From an optimization exercise on the open Yosys and OpenROAD flow, aimed at small area; shortcuts taken in it are not production practice. The RTL was checked by simulation tests, not by an equivalence proof against the original design.

==> wip/quartz <==
## Project10_Pong_Top
module Project10_Pong_Top
  (input  i_Clk,
   input  i_Rst,
   input  i_UART_RX,
   input  i_Switch_1,
   input  i_Switch_2,
   input  i_Switch_3,
   input  i_Switch_4,
   output o_VGA_HSync,
   output o_VGA_VSync,
   output o_VGA_Red_0,
   output o_VGA_Red_1,
   output o_VGA_Red_2,
   output o_VGA_Grn_0,
   output o_VGA_Grn_1,
   output o_VGA_Grn_2,
   output o_VGA_Blu_0,
   output o_VGA_Blu_1,
   output o_VGA_Blu_2);
clock: 10.0 ns
lec_check: 0
cap_margin: 20
core_margin: 2
core_utilization: 60
cts_buf_list: sky130_fd_sc_hd__clkbuf_8
slew_margin: 20
standard.sh (not shown) runs the stock make flow with config.mk's settings and CLKGATE_MAP_FILE= SYNTH_SCRIPT=/design/flow/synth_recipe.tcl, a recipe that flattens the netlist after the stock synthesis.
==> flow/flow/run.sh <==
#!/bin/bash
# The standard layout (the standard.sh, standard synthesis unchanged),
# with two changes to how the layout is made:
#  - the ports are buffered with sky130_fd_sc_hd__buf_1;
#  - clock tree synthesis does not add dummy load cells.
# ORFS writes each step's full log under orfs/logs/; the make output is
# in standard.log.
set -euo pipefail
bash standard.sh \
  BUFFER_PORTS_ARGS="-buffer_cell sky130_fd_sc_hd__buf_1" \
  CTS_ARGS="-sink_clustering_enable -repair_clock_nets -dont_use_dummy_load -buf_list sky130_fd_sc_hd__clkbuf_8" \
  finish > standard.log 2>&1
==> inputs of wip/violet, as changes to wip/quartz <==
--- a/flow/design.v
+++ b/flow/design.v
@@ -27,13 +27,10 @@
         inc[i] = q[i] ^ c;
         c = c & q[i];
       end
     end
   endfunction
-  function automatic [3:0] score_next(input [3:0] s, input en);
-    score_next = s ^ {en & (s[3] | (s[2] & s[1] & s[0])), en & s[1] & s[0], en & s[0], en & ~s[3]};
-  endfunction
   function automatic in_paddle(input [5:0] a, input [4:0] p);
     integer i;
     reg b;
     reg [5:0] d, pp;
     begin
@@ -89,24 +86,30 @@
   reg  [4:0] r_P1_Y, r_P2_Y;
   wire       w_P1_En  = w_Pb[0] ^ w_Pb[1];
   wire       w_P2_En  = w_Pb[2] ^ w_Pb[3];
   wire       w_P1_Lim = &{r_P1_Cnt[16:13], r_P1_Cnt[11], r_P1_Cnt[6], r_P1_Cnt[3]};
   wire       w_P2_Lim = &{r_P2_Cnt[16:13], r_P2_Cnt[11], r_P2_Cnt[6], r_P2_Cnt[3]};
-  wire       w_P1_Dec = w_Pb[0] & w_P1_Lim & (|r_P1_Y);
-  wire       w_P1_Inc = ~w_P1_Dec & w_Pb[1] & w_P1_Lim &
-                        ~(r_P1_Y[4] & r_P1_Y[2] & r_P1_Y[1] & r_P1_Y[0]);
-  wire       w_P2_Dec = w_Pb[2] & w_P2_Lim & (|r_P2_Y);
-  wire       w_P2_Inc = ~w_P2_Dec & w_Pb[3] & w_P2_Lim &
-                        ~(r_P2_Y[4] & r_P2_Y[2] & r_P2_Y[1] & r_P2_Y[0]);
+  wire       w_P1_Dec = w_Pb[0] & w_P1_Lim & (r_P1_Y != 0);
+  wire       w_P1_Inc = ~w_P1_Dec & w_Pb[1] & w_P1_Lim & (r_P1_Y != 23);
+  wire       w_P2_Dec = w_Pb[2] & w_P2_Lim & (r_P2_Y != 0);
+  wire       w_P2_Inc = ~w_P2_Dec & w_Pb[3] & w_P2_Lim & (r_P2_Y != 23);
   always @(posedge i_Clk) begin
     r_P1_Cnt <= (i_Rst | (w_P1_En & w_P1_Lim)) ? 17'd0 : inc(r_P1_Cnt, w_P1_En);
     r_P2_Cnt <= (i_Rst | (w_P2_En & w_P2_Lim)) ? 17'd0 : inc(r_P2_Cnt, w_P2_En);
   end
-  always @(posedge i_Clk) begin
-    r_P1_Y <= {5{~i_Rst}} & (r_P1_Y + {{4{w_P1_Dec}}, w_P1_Dec | w_P1_Inc});
-    r_P2_Y <= {5{~i_Rst}} & (r_P2_Y + {{4{w_P2_Dec}}, w_P2_Dec | w_P2_Inc});
-  end
+  always @(posedge i_Clk)
+    if (i_Rst) begin
+      r_P1_Y <= 0;
+      r_P2_Y <= 0;
+    end else begin
+      if (w_P1_Dec)      r_P1_Y <= r_P1_Y - 1'b1;
+      else if (w_P1_Inc) r_P1_Y <= r_P1_Y + 1'b1;
+      if (w_P2_Dec)      r_P2_Y <= r_P2_Y - 1'b1;
+      else if (w_P2_Inc) r_P2_Y <= r_P2_Y + 1'b1;
+    end
+  localparam IDLE = 3'b000, RUNNING = 3'b001, P1_WINS = 3'b010,
+             P2_WINS = 3'b110, CLEANUP = 3'b100;
   reg  [2:0] r_SM;
   reg  [3:0] r_P1_Score, r_P2_Score;    
   wire       w_Active = r_SM[0];
   reg [16:0] r_B_Cnt;
   reg  [5:0] r_B_X;
@@ -114,24 +117,32 @@
   reg        r_B_DX, r_B_DY;
   wire       w_B_Lim = &{r_B_Cnt[16:13], r_B_Cnt[11], r_B_Cnt[6], r_B_Cnt[3]};
   wire       w_B_Edge = (r_B_X == 6'd0) | (r_B_X == 6'd39);
   wire [4:0] w_Edge_Paddle = r_B_X[5] ? r_P2_Y : r_P1_Y;
   wire       w_Miss = w_B_Edge & ~in_paddle({1'b0, r_B_Y}, w_Edge_Paddle);
-  wire       w_Idle = ~|r_SM;
-  wire       w_P1_Wins = r_SM[1] & ~r_SM[2];
-  wire       w_P2_Wins = r_SM[1] & r_SM[2];
-  wire [2:0] w_SM_Next;
-  assign w_SM_Next[0] = (w_Idle & w_Rx_DV) | (w_Active & ~w_Miss);
-  assign w_SM_Next[1] = (w_Active & w_Miss) | (w_P1_Wins & r_P1_Score[3]) |
-                        (w_P2_Wins & r_P2_Score[3]);
-  assign w_SM_Next[2] = (w_Active & w_Miss & ~r_B_X[5]) | w_P2_Wins |
-                        (w_P1_Wins & ~r_P1_Score[3]);
-  always @(posedge i_Clk) begin
-    r_SM       <= {3{~i_Rst}} & w_SM_Next;
-    r_P1_Score <= {4{~i_Rst}} & score_next(r_P1_Score, w_P1_Wins);
-    r_P2_Score <= {4{~i_Rst}} & score_next(r_P2_Score, w_P2_Wins);
-  end
+  always @(posedge i_Clk)
+    if (i_Rst) begin
+      r_SM       <= IDLE;
+      r_P1_Score <= 0;
+      r_P2_Score <= 0;
+    end else
+      case (r_SM)
+        IDLE:    if (w_Rx_DV) r_SM <= RUNNING;
+        RUNNING: if (w_Miss) r_SM <= r_B_X[5] ? P1_WINS : P2_WINS;
+        P1_WINS: if (r_P1_Score[3]) r_P1_Score <= 0;
+                 else begin
+                   r_P1_Score <= r_P1_Score + 1'b1;
+                   r_SM       <= CLEANUP;
+                 end
+        P2_WINS: if (r_P2_Score[3]) r_P2_Score <= 0;
+                 else begin
+                   r_P2_Score <= r_P2_Score + 1'b1;
+                   r_SM       <= CLEANUP;
+                 end
+        CLEANUP: r_SM <= IDLE;
+        default: ;
+      endcase
   always @(posedge i_Clk)
     r_B_Cnt <= (i_Rst | (w_Active & w_B_Lim)) ? 17'd0 : inc(r_B_Cnt, w_Active);
   wire       w_Bounce_X = r_B_DX ? (r_B_X[5] & r_B_X[2] & r_B_X[1] & r_B_X[0]) : ~|r_B_X;
   wire       w_Bounce_Y = r_B_DY ? (r_B_Y[4] & r_B_Y[3] & r_B_Y[2] & r_B_Y[0]) : ~|r_B_Y;
   wire       w_New_DX = r_B_DX ^ w_Bounce_X;
@@ -150,15 +161,15 @@
   reg [9:0] r_Col, r_Row;
   reg       r_Rst_D;    
   wire      w_Col_End = &{r_Col[9:8], r_Col[4:0]};    
   wire      w_Row_End = r_Row[9] & r_Row[3] & r_Row[2];   
   always @(posedge i_Clk) r_Rst_D <= i_Rst;
-  wire [16:0] w_Col_Inc = inc({7'd0, r_Col}, ~r_Rst_D);
+  wire [16:0] w_Col_Inc = inc({7'd0, r_Col}, 1'b1);
   wire [16:0] w_Row_Inc = inc({7'd0, r_Row}, w_Col_End);
   always @(posedge i_Clk) begin
-    r_Col <= (i_Rst | w_Col_End) ? 10'd0 : w_Col_Inc[9:0];
-    r_Row <= (i_Rst | (w_Col_End & w_Row_End)) ? 10'd0 : w_Row_Inc[9:0];
+    r_Col <= i_Rst ? 10'd799 : w_Col_End ? 10'd0 : w_Col_Inc[9:0];
+    r_Row <= i_Rst ? 10'd524 : (w_Col_End & w_Row_End) ? 10'd0 : w_Row_Inc[9:0];
   end
   wire [5:0] w_Col_Div = r_Col[9:4];
   wire [5:0] w_Row_Div = r_Row[9:4];
   wire w_Draw_Ball   = (w_Col_Div == r_B_X) && (w_Row_Div == {1'b0, r_B_Y});
   wire w_Col_Paddle  = (w_Col_Div == 6'd0) | (w_Col_Div == 6'd39);
@@ -169,11 +180,11 @@
     if (i_Rst) begin
       r_Draw <= 1'b0;
       r_Vid1 <= 1'b0;
       r_Vid2 <= 1'b0;
     end else begin
-      r_Draw <= w_Draw_Ball | w_Draw_Paddle;
+      r_Draw <= r_Rst_D | w_Draw_Ball | w_Draw_Paddle;
       r_Vid1 <= r_Draw;
       r_Vid2 <= r_Vid1;
     end
   wire w_HS_Low = (r_Col >= 10'd661) && (r_Col <= 10'd752);
   wire w_VS_Low = (r_Row == 10'd490 && r_Col >= 10'd3) || (r_Row == 10'd491) ||
==> results.cfg <==
[status]
status = complete, no violations

[detailed_routing]
drt-initial-drc-count = 214

[logic_synthesis]
yosys-top-cells-area = dfxtp_1 44%, ha_1 15%, and2_1 7.4%
synth-simple-area-share_pct = 21.6
ys_seq_area_share_pct = 43.9
synth_top_area_share_pct = 43.9

[sta]
fin_hold_ws_ps = 407
fin_ws_ps = 5990
worstMarginPinSlew_ps = 883

[pwr]
p_sw_w = 0.000196
p_seq_share_pct = 63.5
vdd_ir_drop_max_mv = 0.113

[setup_path]
r2r_end = r_P1_Cnt[16]
worst_ep_arrival_time_ps = 2010

[global_route]
use_met1_pct = 24.6
use_met3_pct = 6.45
track_usage_pct = 19.1

[die]
core_um2 = 11300

[place]
post-place-ws_ps = 6030

[layout]
nNetsFinal = 771
# the run above: wip/quartz

==> results.cfg <==
[sta]
fin_ws_ps = 5930
fin_hold_ws_ps = 419
worstMarginPinSlew_ps = 915

[pwr]
p_sw_w = 0.000265
p_seq_share_pct = 60.6

[layout]
nNetsFinal = 809

[detailed_routing]
drt-initial-drc-count = 207

[logic_synthesis]
yosys-top-cells-area = dfxtp_1 42%, ha_1 14%, and2_1 6.3%
synth-simple-area-share_pct = 19.7
synth_top_area_share_pct = 42.4

[place]
post-place-ws_ps = 5970

[setup_path]
worst_ep_arrival_time_ps = 2070
r2r_end = r_P2_Cnt[16]

[global_route]
track_usage_pct = 19.4
use_met1_pct = 24.0
use_met3_pct = 5.18

[die]
core_um2 = 11500

[status]
status = complete, no violations
# the run above: wip/violet

separate check: timing with driven ports:
No port has a modelled driver above. Below, the same layouts with a new extraction and two added sets of constraints. Step 1: set_driving_cell puts a clkbuf_16 on i_Clk and a buf_2 on each other input, an assumption about the parent block. Step 2 moves the port delays by t, midway between the first and last clock arrival at a register: inputs arrive t later, outputs are due t later. That takes back most of the time a late clock gives input paths. a / b / c = ideal ports / drivers / drivers and shift; a / b = the first two.
run | t, ns | setup slack, ns | worst setup path after step 2 | slew at the worst register clock pin (ns) | pins driven straight from the clock port
wip/quartz | 0.464 | 5.991 / 5.956 / 6.018 | register to register | 0.08 / 0.08 | 1
wip/violet | 0.457 | 5.925 / 5.893 / 6.000 | register to register | 0.08 / 0.08 | 1
After both steps setup and hold are still met in every run listed.
